Background: an optimization exercise with open tools, aiming at small area. Do not read the settings as production practice.
The RTL was checked by simulation tests, not by an equivalence proof against the original design.

===== flow/design.v =====
module adder32b (a, b, clk, s);
	input [31:0] a;
	input [31:0] b;
	input clk;
	output [31:0] s;
	assign s = a + b;
endmodule
module counter1 (filesize,enable,pause,clk,count,done);
        input [31:0] filesize;
        input enable, clk, pause;
        output [31:0] count;
        output done;
reg[15:0] cnt;
reg done;
assign count = {16'b0, cnt};
always @(posedge clk)
begin
        if (enable)
        begin
                if (cnt != filesize[15:0] - 16'd1)
                begin
                        if (!pause)
                        begin
                                if (cnt == 0)
                                begin
                                        cnt <= 1;
                                        done <= 0;
                                end else
                                begin
                                        done <= 0;
                                        cnt <= cnt + 1;
                                end
                        end else
                        begin
                                cnt <= cnt;
                                done <= 0;
                        end
                end else
                begin
                        cnt <= cnt;
                        done <= 1;
                end
        end else
        begin
                cnt <= 0;
                done <= 0;
        end
end
endmodule
module filt_address_calc (offset, filesize, enable, pause, clk, addr, done);
	input [31:0] offset, filesize;
	input enable, pause, clk;
	output [31:0] addr;
	output done;
	wire [31:0] count;
	counter1 counter (.filesize(filesize),.enable(enable), .pause(pause), .clk(clk),.count(count), .done(done));
	adder32b adder (.a(offset), .b(count), .clk(clk), .s(addr));
endmodule
module addr_calc_top (offset, filesize, fft_enable, fir_enable, fft_read_pause, fir_read_pause, fft_write_pause, fir_write_pause, clk, addr, fft_read_done, fft_write_done, fir_read_done, fir_write_done);
    input [31:0] offset, filesize;
	input fir_enable, fft_enable, fft_read_pause, fir_read_pause, fft_write_pause, fir_write_pause, clk;
	output [31:0] addr;
	output fft_read_done, fft_write_done, fir_read_done, fir_write_done;
	wire [31:0] fft_read_addr, fft_write_addr, fir_read_addr, fir_write_addr;
	wire [31:0] filesize_plus;
	reg to_fft_go, from_fft_go, to_fir_go, from_fir_go;
assign filesize_plus = filesize + 1 ;
filt_address_calc fft_read_calc (.offset(offset), .filesize(filesize), .enable(fft_enable), .pause(fft_read_pause), .clk(clk), .addr(fft_read_addr), .done(fft_read_done));
filt_address_calc fft_write_calc (.offset(offset), .filesize(filesize), .enable(fft_enable), .pause(fft_write_pause), .clk(clk), .addr(fft_write_addr), .done(fft_write_done));
filt_address_calc fir_read_calc (.offset(offset), .filesize(filesize_plus), .enable(fir_enable), .pause(fir_read_pause), .clk(clk), .addr(fir_read_addr), .done(fir_read_done));
filt_address_calc fir_write_calc (.offset(offset), .filesize(filesize_plus), .enable(fir_enable), .pause(fir_write_pause), .clk(clk), .addr(fir_write_addr), .done(fir_write_done));
always @(*)
begin
	{to_fft_go, from_fft_go, to_fir_go, from_fir_go} = 4'b0000;
	if (fft_enable)
	begin
		case ({fft_read_pause, fft_write_pause})
		2'b01: {to_fft_go, from_fft_go} = 2'b10;
		2'b10: {to_fft_go, from_fft_go} = 2'b01;
		default: {to_fft_go, from_fft_go} = 2'b00;
		endcase
	end
	else if (fir_enable)
	begin
		case ({fir_read_pause, fir_write_pause})
		2'b01: {to_fir_go, from_fir_go} = 2'b10;
		2'b10: {to_fir_go, from_fir_go} = 2'b01;
		default: {to_fir_go, from_fir_go} = 2'b00;
		endcase
	end
end
assign addr = to_fft_go ? fft_read_addr :
              from_fft_go ? fft_write_addr :
              to_fir_go ? fir_read_addr :
              from_fir_go ? fir_write_addr : 32'b0;
endmodule
module pla_top (instruction, fft_read_done, fft_write_done, fir_read_done, fir_write_done, fft_enable, fir_enable, acc_done, clk, reset);
input clk, reset, fft_read_done, fft_write_done, fir_read_done, fir_write_done;
input [31:0] instruction;
output fft_enable, fir_enable, acc_done;
reg fft_enable, fir_enable, acc_done;
reg [31:0] instruction_prev;
reg instruction_valid_reg;
reg acc_done_reg;
wire instruction_changed;
wire fft_finished, fir_finished;
wire instruction_valid;
assign instruction_changed = (instruction != instruction_prev);
assign fft_finished = fft_read_done & fft_write_done;
assign fir_finished = fir_read_done & fir_write_done;
assign instruction_valid = instruction_changed | (instruction_valid_reg & !(fft_finished | fir_finished));
always @(posedge clk)
begin
	instruction_prev <= instruction;
	if (reset)
	begin
		instruction_valid_reg <= 0;
		acc_done_reg <= 0;
	end
	else
	begin
		instruction_valid_reg <= instruction_valid;
		acc_done_reg <= acc_done;
	end
end
always @(*)
begin
	fft_enable = 0;
	fir_enable = 0;
	acc_done = acc_done_reg;
	if (!reset)
	begin
		if (instruction == 2'b01 & instruction_valid == 1)
		begin
			fft_enable = !fft_finished;
			acc_done = fft_finished;
		end
		else if (instruction == 2'b10 & instruction_valid == 1)
		begin
			fir_enable = !fir_finished;
			acc_done = fir_finished;
		end
		if (fft_finished | fir_finished)
			acc_done = 1;
	end
	else
	begin
		acc_done = 0;
	end
end
endmodule
module data_bus_controller (data_bus_in, data_bus_out, fft_data_in, fir_data_in, fft_data_out, fir_data_out, to_fft_empty, to_fft_full, from_fft_empty, from_fft_full, to_fir_empty, to_fir_full, from_fir_empty, from_fir_full, data_to_fft, data_from_fft, data_to_fir, data_from_fir, fft_enable, fir_enable, fft_put_req, fft_get_req, fir_put_req, fir_get_req, ram_read_enable, ram_write_enable, clk, reset);
input [31:0] data_bus_in;
output [31:0] data_bus_out;
input [31:0] fft_data_in, fir_data_in;
input to_fft_empty, to_fft_full, from_fft_empty, from_fft_full, to_fir_empty, to_fir_full, from_fir_empty, from_fir_full, fft_enable, fir_enable, clk, reset;
output [31:0] fft_data_out, fir_data_out;
output data_to_fft, data_from_fft, data_to_fir, data_from_fir, fft_put_req, fft_get_req, fir_put_req, fir_get_req, ram_read_enable, ram_write_enable;
reg data_to_fft, data_from_fft, data_to_fir, data_from_fir, fft_put_req, fft_get_req, fir_put_req, fir_get_req, ram_read_enable, ram_write_enable;
reg fft_to, fft_from, fir_to, fir_from;
always @(*)
begin
	case ({to_fft_empty, to_fft_full, from_fft_empty, from_fft_full})
	4'b0000: {fft_to, fft_from} = 2'b01;
	4'b0001: {fft_to, fft_from} = 2'b01;
	4'b0010: {fft_to, fft_from} = 2'b10;
	4'b0100: {fft_to, fft_from} = 2'b01;
	4'b0101: {fft_to, fft_from} = 2'b01;
	4'b0110: {fft_to, fft_from} = 2'b00;
	4'b1000: {fft_to, fft_from} = 2'b10;
	4'b1001: {fft_to, fft_from} = 2'b01;
	4'b1010: {fft_to, fft_from} = 2'b10;
	default: {fft_to, fft_from} = 2'b00;
	endcase
	case ({to_fir_empty, to_fir_full, from_fir_empty, from_fir_full})
	4'b0000: {fir_to, fir_from} = 2'b01;
	4'b0001: {fir_to, fir_from} = 2'b01;
	4'b0010: {fir_to, fir_from} = 2'b10;
	4'b0100: {fir_to, fir_from} = 2'b01;
	4'b0101: {fir_to, fir_from} = 2'b01;
	4'b0110: {fir_to, fir_from} = 2'b00;
	4'b1000: {fir_to, fir_from} = 2'b10;
	4'b1001: {fir_to, fir_from} = 2'b01;
	4'b1010: {fir_to, fir_from} = 2'b10;
	default: {fir_to, fir_from} = 2'b00;
	endcase
end
always @(*)
begin
	{data_to_fft, data_from_fft, data_to_fir, data_from_fir} = 4'b0000;
	{fft_put_req, fft_get_req, fir_put_req, fir_get_req} = 4'b0000;
	{ram_read_enable, ram_write_enable} = 2'b00;
	if (fft_enable)
	begin
		{data_to_fft, data_from_fft} = {fft_to, fft_from};
		if (data_to_fft == 1)
		begin
			{fft_put_req, fft_get_req} = 2'b10;
			{ram_read_enable, ram_write_enable} = 2'b10;
		end
		else if (data_from_fft == 1)
		begin
			{fft_put_req, fft_get_req} = 2'b01;
			{ram_read_enable, ram_write_enable} = 2'b01;
		end
	end
	else if (fir_enable)
	begin
		{data_to_fir, data_from_fir} = {fir_to, fir_from};
		if (data_to_fir == 1)
		begin
			{fir_put_req, fir_get_req} = 2'b10;
			{ram_read_enable, ram_write_enable} = 2'b10;
		end
		else if (data_from_fir == 1)
		begin
			{fir_put_req, fir_get_req} = 2'b01;
			{ram_read_enable, ram_write_enable} = 2'b01;
		end
	end
end
	assign data_bus_out = data_from_fft ? fft_data_in : (data_from_fir ? fir_data_in : 32'b0);
	assign fft_data_out = (data_to_fft ? data_bus_in : 32'b0);
	assign fir_data_out = (data_to_fir ? data_bus_in : 32'b0);
endmodule
module dc_router_top (clk, reset, instruction, offset, filesize, acc_done, fft_enable, fir_enable, data_bus_in, data_bus_out, fft_data_in, fir_data_in, fft_data_out, fir_data_out, to_fft_empty, to_fft_full, from_fft_empty, from_fft_full, to_fir_empty, to_fir_full, from_fir_empty, from_fir_full, fft_put_req, fft_get_req, fir_put_req, fir_get_req, ram_read_enable, ram_write_enable, addr);
input clk, reset, to_fft_full, to_fft_empty, from_fft_full, from_fft_empty, to_fir_full, to_fir_empty, from_fir_full, from_fir_empty;
input [31:0] instruction, offset, filesize;
input [31:0] fft_data_in, fir_data_in;
output acc_done, fft_enable, fir_enable, fft_put_req, fft_get_req, fir_put_req, fir_get_req, ram_read_enable, ram_write_enable;
output [31:0] addr;
output [31:0] fft_data_out, fir_data_out;
input [31:0] data_bus_in;
output [31:0] data_bus_out;
wire fft_read_pause, fft_write_pause, fir_read_pause, fir_write_pause, data_to_fft, data_from_fft, data_to_fir, data_from_fir, fft_read_done, fft_write_done, fir_read_done, fir_write_done;
wire fft_put_req_reg, fft_get_req_reg, fir_put_req_reg, fir_get_req_reg, ram_read_enable_reg, ram_write_enable_reg;
reg ram_read_enable, ram_write_enable, fft_put_req, fft_get_req, fir_put_req, fir_get_req;
assign fft_read_pause = !data_to_fft;
assign fft_write_pause = !data_from_fft;
assign fir_read_pause = !data_to_fir;
assign fir_write_pause = !data_from_fir;
pla_top pla_top (.instruction(instruction), .fft_read_done(fft_read_done), .fft_write_done(fft_write_done), .fir_read_done(fir_read_done), .fir_write_done(fir_write_done), .fft_enable(fft_enable), .fir_enable(fir_enable), .acc_done(acc_done), .clk(clk), .reset(reset));
addr_calc_top addr_calc (.offset(offset), .filesize(filesize), .fft_enable(fft_enable), .fir_enable(fir_enable), .fft_read_pause(fft_read_pause), .fir_read_pause(fir_read_pause), .fft_write_pause(fft_write_pause), .fir_write_pause(fir_write_pause), .clk(clk), .addr(addr), .fft_read_done(fft_read_done), .fft_write_done(fft_write_done), .fir_read_done(fir_read_done), .fir_write_done(fir_write_done));
data_bus_controller data_cntl (.data_bus_in(data_bus_in), .data_bus_out(data_bus_out), .fft_data_in(fft_data_in), .fir_data_in(fir_data_in), .fft_data_out(fft_data_out), .fir_data_out(fir_data_out), .to_fft_empty(to_fft_empty), .to_fft_full(to_fft_full), .from_fft_empty(from_fft_empty), .from_fft_full(from_fft_full), .to_fir_empty(to_fir_empty), .to_fir_full(to_fir_full), .from_fir_empty(from_fir_empty), .from_fir_full(from_fir_full), .data_to_fft(data_to_fft), .data_from_fft(data_from_fft), .data_to_fir(data_to_fir), .data_from_fir(data_from_fir), .fft_enable(fft_enable), .fir_enable(fir_enable), .fft_put_req(fft_put_req_reg), .fft_get_req(fft_get_req_reg), .fir_put_req(fir_put_req_reg), .fir_get_req(fir_get_req_reg), .ram_read_enable(ram_read_enable_reg), .ram_write_enable(ram_write_enable_reg), .clk(clk), .reset(reset));
always @ (*)
begin
	if (fft_enable & fft_read_done)
	begin
		ram_read_enable = 0;
		ram_write_enable = ram_write_enable_reg;
		fft_put_req = 0;
		fft_get_req = fft_get_req_reg;
		fir_put_req = 0;
		fir_get_req = 0;
	end
	else if (fft_enable & fft_write_done)
	begin
		ram_read_enable = 0;
		ram_write_enable = 0;
		fft_put_req = 0;
		fft_get_req = 0;
		fir_put_req = 0;
		fir_get_req = 0;
	end
	else if (fft_enable & !fft_read_done & !fft_write_done)
	begin
		ram_read_enable = ram_read_enable_reg;
		ram_write_enable = ram_write_enable_reg;
		fft_put_req = fft_put_req_reg;
		fft_get_req = fft_get_req_reg;
		fir_put_req = 0;
		fir_get_req = 0;
	end
	else if (fir_enable & fir_read_done)
	begin
		ram_read_enable = 0;
		ram_write_enable = ram_write_enable_reg;
		fir_put_req = 0;
		fir_get_req = fir_get_req_reg;
		fft_put_req = 0;
		fft_get_req = 0;
	end
	else if (fir_enable & fir_write_done)
	begin
		ram_read_enable = 0;
		ram_write_enable = 0;
		fir_put_req = 0;
		fir_get_req = 0;
		fft_put_req = 0;
		fft_get_req = 0;
	end
	else if (fir_enable & !fir_read_done & !fft_write_done)
	begin
		ram_read_enable = ram_read_enable_reg;
		ram_write_enable = ram_write_enable_reg;
		fir_put_req = fir_put_req_reg;
		fir_get_req = fir_get_req_reg;
		fft_put_req = 0;
		fft_get_req = 0;
	end
	else
	begin
		ram_read_enable = 0;
		ram_write_enable = 0;
		fft_put_req = 0;
		fft_get_req = 0;
		fir_put_req = 0;
		fir_get_req = 0;
	end
end
endmodule

===== flow/run.sh =====
#!/bin/bash
# synth_recipe.tcl (not shown) runs the flow's synth.tcl, then flattens the netlist and writes it again
# the make line also repeats each setting of config.mk as NAME=value (left out here)
make -C /OpenROAD-flow-scripts/flow DESIGN_CONFIG=/design/flow/config.mk WORK_HOME=/design/flow/orfs CLKGATE_MAP_FILE= SYNTH_SCRIPT=/design/flow/synth_recipe.tcl finish

===== flow/config.mk =====
export PLATFORM = sky130hd
export DESIGN_NAME = dc_router_top
export DESIGN_NICKNAME = dc_router_top
export VERILOG_FILES = /design/flow/design.v
export SDC_FILE = /design/flow/constraint.sdc
export NUM_CORES = 4
export LEC_CHECK = 0
export CAP_MARGIN = 20
export CORE_MARGIN = 2
export CORE_UTILIZATION = 40
export SLEW_MARGIN = 20

===== flow/constraint.sdc =====
create_clock -name core_clock -period 10.0 [get_ports {clk}]
set_input_delay 2.0000 -clock core_clock [delete_from_list [all_inputs] [get_ports {clk}]]
set_output_delay 2.0000 -clock core_clock [all_outputs]
set_load 0.01 [all_outputs]

==> impl_metrics.toml <==
[layout]
largest_register = "pla_top.instruction_prev"
multi_input_area_mm2 = 0.00865
fillers = 2693
largest_reg_flops = 32
final_cell_mix = "clkdlybuf4s50_1 (322), a21oi_1 (129), nor2_1 (112)"
drive_gt1_frac = 0.0336
final_common_cell = "clkdlybuf4s50_1"
seq_area_mm2 = 0.00204
nets = 2002
area_growth_pct = 34.1

[floorplan]
start_util = 0.403
die_x_um = 171
die_height_um = 171
num_rows = 61
ios = 339
dieArea_mm2 = 0.0292
coreArea_mm2 = 0.0276

[yosys]
synthTopCellsByArea = "dfxtp_1 (18%), ha_1 (8.2%), xnor2_1 (7.5%)"
yosysTopAreaCell = "dfxtp_1"
yosysSeqAreaShare = 0.183
syn_inst = 1457
synth-simple-area-share = 0.267
muxShareOfSynthArea = 0.00550
synth_area_mm2 = 0.0111
synth_edf_count = 0
synth_compound_area_frac = 0.241
synthXorXnorAreaFrac = 0.171
synth_top_family_by_area = "simple AND/OR/NAND/NOR gates"
synthFlopType = "dfxtp_1"
avgSynthCellArea_um2 = 7.65
syn_nets = 1736
synthAdderAreaFrac = 0.0891
async_reset_ff_frac = 0
yosysWarnings = 5
yosys.area.top_type_share = 0.183
ys_types = 76
synth-seq-cells = 102

[timing]
period_share = 0.831
min_period_ns = 8.31
setup_tns_ns = 0
setup_ws_ns = 1.69
worst_slew_pin_slew_ns = 0.893
hold_viol_final = 0
final-setup-viol-count = 0
slew_viol_final = 0
slew_headroom = 0.401
skew_ns = 0.00920
fmax_ghz = 0.120
rsz0062_at_grt = "false"
hold_ws_ns = 0.541

[power]
p_sw_frac = 0.281
p_clk_frac = 0.365
internal_power_mw = 0.706
p_sw_mw = 0.276
seqPwrFrac = 0.424
ir_drop_v = 0.000100
p_per_area_mw_per_mm2 = 65.7
power_mw = 0.982
p_comb_frac = 0.211
p_leak_nw = 5.67

[critical_path]
cp-start-kind = "input pin"
critPathCaptureType = "primary output"
critical_path_buf_inv_count = 4
worstSetupPathType = "in -> out"
crit_family = "simple AND/OR/NAND/NOR gates"
critPathMaxFanout = 47
crit_chain = "clkdlybuf4s50_1, nor4_1, nand4_1, nor2_1, o31ai_1, buf_4, nor3_2, buf_4, nand3_1, or3b_2, o21ai_0, a2111oi_0, clkdlybuf4s50_1"
cp.arrival_ns = 6.31
cp_slowest_stage_delay_ns = 0.64
required_ns = 8.00
cp_slowest_cell = "clkdlybuf4s50_1"

[clocking]
cts-root-buf = "clkbuf_16"
post_cts_buffers = 0
cts_tree = "done"
htreeDepth = 3
numClockSinks = 102
path_clk_slew_ns = 0.08
clk_latency_ns = 0.37
cts_resized = 0
cts-buffers-inserted = 9
postCtsHoldBufs = 0
clock_path_buffers = 2

[route]
drc = 0
drt_iter0_drc = 818
drt_pass1_iterations = 5
viasPerCell = 5.75
postRouteAntennaNets = 0
vias = 12100
routed_wirelength_um = 43700
wl_per_cell_um = 20.7

[flow_run]
drv_cap = 0

[grt]
grt-ovfl-total = 0
grt_pass1_vias = 11400
antenna_found_initial = 2
grt_max_degree = 53
grt_first_pass_wirelength_um = 65200
grtUsageTotal = 0.292

[place]
portBuffers = 322
dp_hpwl_um = 35200
dp_slack_ns = 1.74
place.gp.congestion = 0.923

[status]
status = "complete, no violations"

[min_path]
hold_class = "reg -> reg"
[cells in the mapped netlist, types with 28 or more instances]
library cell and count:
clkbuf_1 66, nand2_1 89, ha_1 73, or3_1 33, and3_1 28, inv_1 40, nor2_1 112, o21ai_0 84
xor2_1 79, xnor2_1 95, dfxtp_1 102, nor3_1 40, a22o_1 35, and2_1 72, nand3_1 40, nor4_1 38
a21oi_1 129
[cell type report]
type / count / area share
Multi-Input combinational cell: 1233 / 0.579
Timing Repair Buffer: 337 / 0.223
Sequential cell: 102 / 0.137
Tap cell: 378 / 0.0316
Clock buffer: 10 / 0.0160
Inverter: 40 / 0.0100
Clock inverter: 6 / 0.00360
Antenna cell: 2 / 0.000335
[power groups by stage]
stage               sequential [mW]  combinational [mW]  clock, mW
global placement              0.425               0.205          0
global route                  0.416               0.222      0.381
detailed placement            0.425               0.206          0
CTS                           0.416               0.207      0.364
floorplan                     0.425              0.0916          0
finish                        0.416               0.207      0.359
[metal layers]
metal | vias to the layer above | global-route usage | wire [um]
met1 | 5572 | 0.349 | 17600
li1 | 5917 | - | -
met3 | 94 | 0.0477 | 3280
met5 | - | 0 | 0
met4 | 0 | 0.127 | 1720
met2 | 541 | 0.515 | 21100
[cell families after synthesis]
| kind of cell | after synthesis |
|---|---|
| multiplexers | 6 |
| AND/OR/NAND/NOR | 546 |
| XOR/XNOR | 191 |
| adder cells (fa/ha/maj) | 77 |
| buffers and inverters | 122 |
| AO/OA/AOI/OAI | 413 |
| flip-flops | 102 |
[final timing paths]
kind / startpoint / slack (ns) / to / cells past startpoint
setup / recovery: instruction[23] / 1.69 / addr[27] / 13
hold / removal: pla_top.acc_done_reg / 0.54 / pla_top.acc_done_reg / 2
setup reg to reg: pla_top.instruction_prev[23] / 6.86 / addr_calc.fft_write_calc.counter.cnt[12] / 10
hold reg to reg: pla_top.acc_done_reg / 0.54 / pla_top.acc_done_reg / 2
[worst reg2reg max path: stages (launching register included)]
cell and delay (ns):
dfxtp_1 0.31, xor2_1 0.15, nor4_1 0.48, nand3_1 0.21, nor3_1 0.43, nor3_1 0.18
nand3_1 0.12, buf_4 0.26, inv_1 0.22, o21ai_1 0.53, nor2_1 0.11
[stage by stage]
| stage | utilization | std cells | cell area, um2 |
|---|---|---|---|
| 2_1_floorplan | - | 1457 | 11100 |
| 3_3_place_gp | 0.530 | 2090 | 14600 |
| 3_5_place_dp | 0.530 | 2090 | 14600 |
| 4_1_cts | 0.541 | 2106 | 14900 |
| 5_1_grt | 0.541 | 2108 | 14900 |
| 6_report | 0.541 | 2108 | 14900 |

==> re-timing with driven ports <==
The results above use ideal ports. As a check the final layout listed here was re-extracted and re-timed, cells and wires unchanged.
Step 1, drivers: a clkbuf_16 drives clk and a buf_2 each remaining input, both assumed.
Step 2 adds t to the input delays and takes it off the output delays; t is the mean of the earliest and latest rising clock arrival at the registers after step 1. Input paths then give back, and output paths get back, about the clock's delay inside the block.
Three values: ideal, step 1, step 2; two values: the first two.
shift t [ns]: 0.419
setup WS [ns]: 1.689 / 1.669 / 1.669
slew at the worst register clock pin (ns): 0.08 / 0.08
worst data-port slew with drivers (ns): 0.12
After both steps setup and hold are still met in this run. For this run, drivers alone change the setup slack by -0.020 ns; drivers and shift together by -0.020 ns.
